Source: an optimization exercise on an open RTL-to-GDS flow (aim: small area). Production flows keep margins and buffers that such runs may drop. At most, simulation tests tie the RTL to the original design; equivalence was not proved. The flow treats the clock pin as an ideal source, which a real chip does not have. Power and IR drop assume default switching activity.

## processor
module processor( input         clk, reset,
                  output [31:0] PC,
                  input  [31:0] instruction,
                  output        WE,
                  output [31:0] address_to_mem,
                  output [31:0] data_to_mem,
                  input  [31:0] data_from_mem
                );
For scale: ~160 I/O pins.
clock: 10.0 ns
lec_check: 0
cap_margin: 20
core_margin: 2
core_utilization: 45
cts_buf_list: sky130_fd_sc_hd__clkbuf_8
cts_cluster_diameter: 50
cts_cluster_size: 14
gpl_timing_driven: 1
place_density: 0.55
setup_slack_margin: 0.15
slew_margin: 20
synth_hierarchical: 1
standard.sh (not shown) runs the stock make flow with config.mk's settings and CLKGATE_MAP_FILE= SYNTH_SCRIPT=/design/flow/synth_recipe.tcl, a recipe that flattens the netlist after the stock synthesis.
==> flow/flow/run.sh <==
#!/bin/bash
# Own layout flow: the standard synthesis unchanged, then the standard ORFS
# steps with these changes:
#  - before floorplanning, every combinational cell is swapped to the
#    smallest-area variant of its function (flow/downsize.tcl); the repair
#    steps size up only what timing or slew needs;
#  - ports get buf_1 buffers instead of the default delay buffers;
#  - repair steps may use only buf_1/buf_2 as buffers (flow/dontuse.tcl);
#  - timing-driven placement keeps none of its own repair changes (they buffer heavily);
#  - wire capacitance estimates are scaled up (flow/setRC_scaled.tcl) to match extraction;
#  - the clock tree uses clkbuf_8 and no dummy loads;
# Each tool's output is in synth.log / layout.log here and in orfs/logs/.
set -euo pipefail
here=$(pwd)
bash standard.sh synth > synth.log 2>&1
bash standard.sh \
  "PRE_FLOORPLAN_TCL=$here/flow/downsize.tcl" \
  "PRE_GLOBAL_PLACE_TCL=$here/flow/dontuse.tcl" \
  "PRE_RESIZE_TCL=$here/flow/dontuse.tcl" \
  "PRE_CTS_TCL=$here/flow/dontuse_cts.tcl" \
  "PRE_GLOBAL_ROUTE_TCL=$here/flow/dontuse.tcl" \
  "GPL_KEEP_OVERFLOW=0" \
  "LAYER_PARASITICS_FILE=$here/flow/setRC_scaled.tcl" \
  "BUFFER_PORTS_ARGS=-buffer_cell sky130_fd_sc_hd__buf_1" \
  "CTS_ARGS=-sink_clustering_enable -repair_clock_nets -dont_use_dummy_load -buf_list sky130_fd_sc_hd__clkbuf_8 -sink_clustering_size 14 -sink_clustering_max_diameter 50" \
  finish > layout.log 2>&1
==> flow/flow/setRC_scaled.tcl <==
# The platform's setRC.tcl with every wire capacitance scaled by 1.15, so that the
# repair steps see wire loads closer to what extraction finds after detailed routing.
# correlateRC.py gcd,ibex,aes,jpeg,chameleon,riscv32i,chameleon_hier
# cap units pf/um
set_layer_rc -layer li1 -capacitance 1.723850e-04 -resistance 7.176e-02
set_layer_rc -layer met1 -capacitance 1.982312e-04 -resistance 8.929e-04
set_layer_rc -layer met2 -capacitance 1.566680e-04 -resistance 8.929e-04
set_layer_rc -layer met3 -capacitance 2.472063e-04 -resistance 1.567e-04
set_layer_rc -layer met4 -capacitance 1.703472e-04 -resistance 1.567e-04
set_layer_rc -layer met5 -capacitance 1.772000e-04 -resistance 1.781e-05
# end correlate

set_layer_rc -via mcon -resistance 9.249146E-3
set_layer_rc -via via -resistance 4.5E-3
set_layer_rc -via via2 -resistance 3.368786E-3
set_layer_rc -via via3 -resistance 0.376635E-3
set_layer_rc -via via4 -resistance 0.00580E-3

set_wire_rc -signal -layer met1
set_wire_rc -clock -layer met3
Other scripts of this flow, unchanged in this note and not shown: flow/flow/dontuse.tcl, flow/flow/dontuse_cts.tcl, flow/flow/downsize.tcl, flow/flow/downsize_map.tcl
The first run ran to the end with no violations.
Then changed:
--- a/flow/flow/run.sh
+++ b/flow/flow/run.sh
@@ -8,4 +8,3 @@
 #  - repair steps may use only buf_1/buf_2 as buffers (flow/dontuse.tcl);
-#  - timing-driven placement keeps none of its own repair changes (they buffer heavily);
-#  - wire capacitance estimates are scaled up (flow/setRC_scaled.tcl) to match extraction;
+#  - placement is not timing-driven (its built-in repair buffers heavily);
 #  - the clock tree uses clkbuf_8 and no dummy loads;
@@ -21,4 +20,2 @@
   "PRE_GLOBAL_ROUTE_TCL=$here/flow/dontuse.tcl" \
-  "GPL_KEEP_OVERFLOW=0" \
-  "LAYER_PARASITICS_FILE=$here/flow/setRC_scaled.tcl" \
   "BUFFER_PORTS_ARGS=-buffer_cell sky130_fd_sc_hd__buf_1" \
--- a/flow/config.mk
+++ b/flow/config.mk
@@ -13,5 +13,5 @@
 export CTS_CLUSTER_SIZE = 14
-export GPL_TIMING_DRIVEN = 1
+export GPL_TIMING_DRIVEN = 0
 export PLACE_DENSITY = 0.55
-export SETUP_SLACK_MARGIN = 0.15
+export SETUP_SLACK_MARGIN = 0.45
 export SLEW_MARGIN = 20
removed: flow/flow/setRC_scaled.tcl
=>
- critical path depth falls by 1
- synthesized cell count is unchanged
- clock-buffer cell count falls by 1
- worst hold slack stays flat
- maximum frequency falls slightly
- clock power hardly moves
- via count hardly moves
- sequential share of layout area falls by 0.27 points
- setup slack loses 140 ps
Function was not checked in any run of this note: the RTL went through the layout flow alone.

* * *

processor, a different RTL version from the one above (not shown whole).
Design processor, start of the top module:
module processor( input         clk, reset,
                  output [31:0] PC,
                  input  [31:0] instruction,
                  output        WE,
                  output [31:0] address_to_mem,
                  output [31:0] data_to_mem,
                  input  [31:0] data_from_mem
                );
clock: 10.0 ns
lec_check: 0
cap_margin: 20
core_margin: 2
core_utilization: 45
cts_buf_list: sky130_fd_sc_hd__clkbuf_8
cts_cluster_diameter: 70
cts_cluster_size: 16
gpl_timing_driven: 1
place_density: 0.55
setup_slack_margin: 0.1
slew_margin: 20
synth_hierarchical: 1
==> flow/flow/run.sh <==
#!/bin/bash
# Own layout flow: the standard synthesis unchanged, then the standard ORFS
# steps with these changes:
#  - before floorplanning, every combinational cell is swapped to the
#    smallest-area variant of its function (flow/downsize.tcl); the repair
#    steps size up only what timing or slew needs;
#  - ports get buf_1 buffers instead of the default delay buffers;
#  - repair steps may use only buf_1/buf_2 as buffers (flow/dontuse.tcl);
#  - timing-driven placement keeps none of its own repair changes (they buffer heavily);
#  - wire capacitance estimates are scaled up (flow/setRC_scaled.tcl) to match extraction;
#  - the clock tree uses clkbuf_8 and no dummy loads;
#  - after global routing, cells the repairs sized up are sized down again
#    where timing, slew and capacitance allow (flow/arecover.tcl);
# Each tool's output is in synth.log / layout.log here and in orfs/logs/.
set -euo pipefail
here=$(pwd)
bash standard.sh synth > synth.log 2>&1
bash standard.sh \
  "PRE_FLOORPLAN_TCL=$here/flow/downsize.tcl" \
  "PRE_GLOBAL_PLACE_TCL=$here/flow/dontuse.tcl" \
  "PRE_RESIZE_TCL=$here/flow/dontuse.tcl" \
  "PRE_CTS_TCL=$here/flow/dontuse_cts.tcl" \
  "PRE_GLOBAL_ROUTE_TCL=$here/flow/dontuse.tcl" \
  "POST_GLOBAL_ROUTE_TCL=$here/flow/post_grt.tcl" \
  "GPL_KEEP_OVERFLOW=0" \
  "LAYER_PARASITICS_FILE=$here/flow/setRC_scaled.tcl" \
  "BUFFER_PORTS_ARGS=-buffer_cell sky130_fd_sc_hd__buf_1" \
  "CTS_ARGS=-sink_clustering_enable -repair_clock_nets -dont_use_dummy_load -buf_list sky130_fd_sc_hd__clkbuf_8 -sink_clustering_size 16 -sink_clustering_max_diameter 70" \
  finish > layout.log 2>&1
==> flow/flow/post_grt.tcl <==
# after global routing and its repairs (parasitics already estimated from the
# global routes with flow/setRC_scaled.tcl)
source [file join [file dirname [info script]] arecover.tcl]
my_area_recover 0.0 1.25
Other scripts of this flow, unchanged in this note and not shown: flow/flow/arecover.tcl, flow/flow/dontuse.tcl, flow/flow/dontuse_cts.tcl, flow/flow/downsize.tcl, flow/flow/downsize_map.tcl, flow/flow/setRC_scaled.tcl
Then changed:
--- a/flow/flow/run.sh
+++ b/flow/flow/run.sh
@@ -28 +28 @@
-  "CTS_ARGS=-sink_clustering_enable -repair_clock_nets -dont_use_dummy_load -buf_list sky130_fd_sc_hd__clkbuf_8 -sink_clustering_size 16 -sink_clustering_max_diameter 70" \
+  "CTS_ARGS=-sink_clustering_enable -repair_clock_nets -dont_use_dummy_load -buf_list sky130_fd_sc_hd__clkbuf_8 -sink_clustering_size 14 -sink_clustering_max_diameter 70" \
--- a/flow/flow/post_grt.tcl
+++ b/flow/flow/post_grt.tcl
@@ -4 +4 @@
-my_area_recover 0.0 1.25
+my_area_recover 0.05 1.25
--- a/flow/config.mk
+++ b/flow/config.mk
@@ -13 +13 @@
-export CTS_CLUSTER_SIZE = 16
+export CTS_CLUSTER_SIZE = 14
Setup slack improved by 79 ps. Non-clock buffer count falls by 3. Synthesized cell count does not change. Final area barely changes. Wire length stays flat. Total power climbs slightly. Critical path depth does not change. Clock power is higher by a few percent. Core utilization grows by 0.13 points. Clock skew fell by 9.7 ps.

## separate check: timing with driven ports
Ports are ideal in the flow. The routed layouts listed here were re-timed in OpenROAD. Step 1 sets driving cells, clkbuf_16 on the clock port and buf_2 on the other inputs (assumed; they add their load-dependent delay and slew). Step 2 times the ports against the registers' clock, not the clock port: input delays grow and output delays shrink by t, the midpoint of the rising clock arrivals with the driver on. Three values: ideal ports, drivers, drivers and shift; two values: the first two.
run | t, ns | setup slack, ns | hold WS [ns] | worst register clock-pin slew, ns | worst data-port slew with drivers (ns)
the first run of note 1 | 0.879 | 0.345 / 0.239 / 0.118 | 0.475 / 0.475 / 0.475 | 0.10 / 0.10 | 0.14
the second run of note 1 | 0.879 | 0.200 / 0.181 / 0.135 | 0.476 / 0.476 / 0.476 | 0.10 / 0.10 | 0.13
the first run of note 2 | 0.839 | 0.320 / 0.246 / 0.246 | 0.479 / 0.479 / 0.479 | 0.11 / 0.11 | 0.13
the second run of note 2 | 0.848 | 0.399 / 0.370 / 0.370 | 0.481 / 0.481 / 0.481 | 0.11 / 0.11 | 0.13
After both steps setup and hold are still met in every run listed. The setup slack of the first run of note 1, which loses most, moves by -0.106 ns with the drivers and by -0.227 ns with both steps.
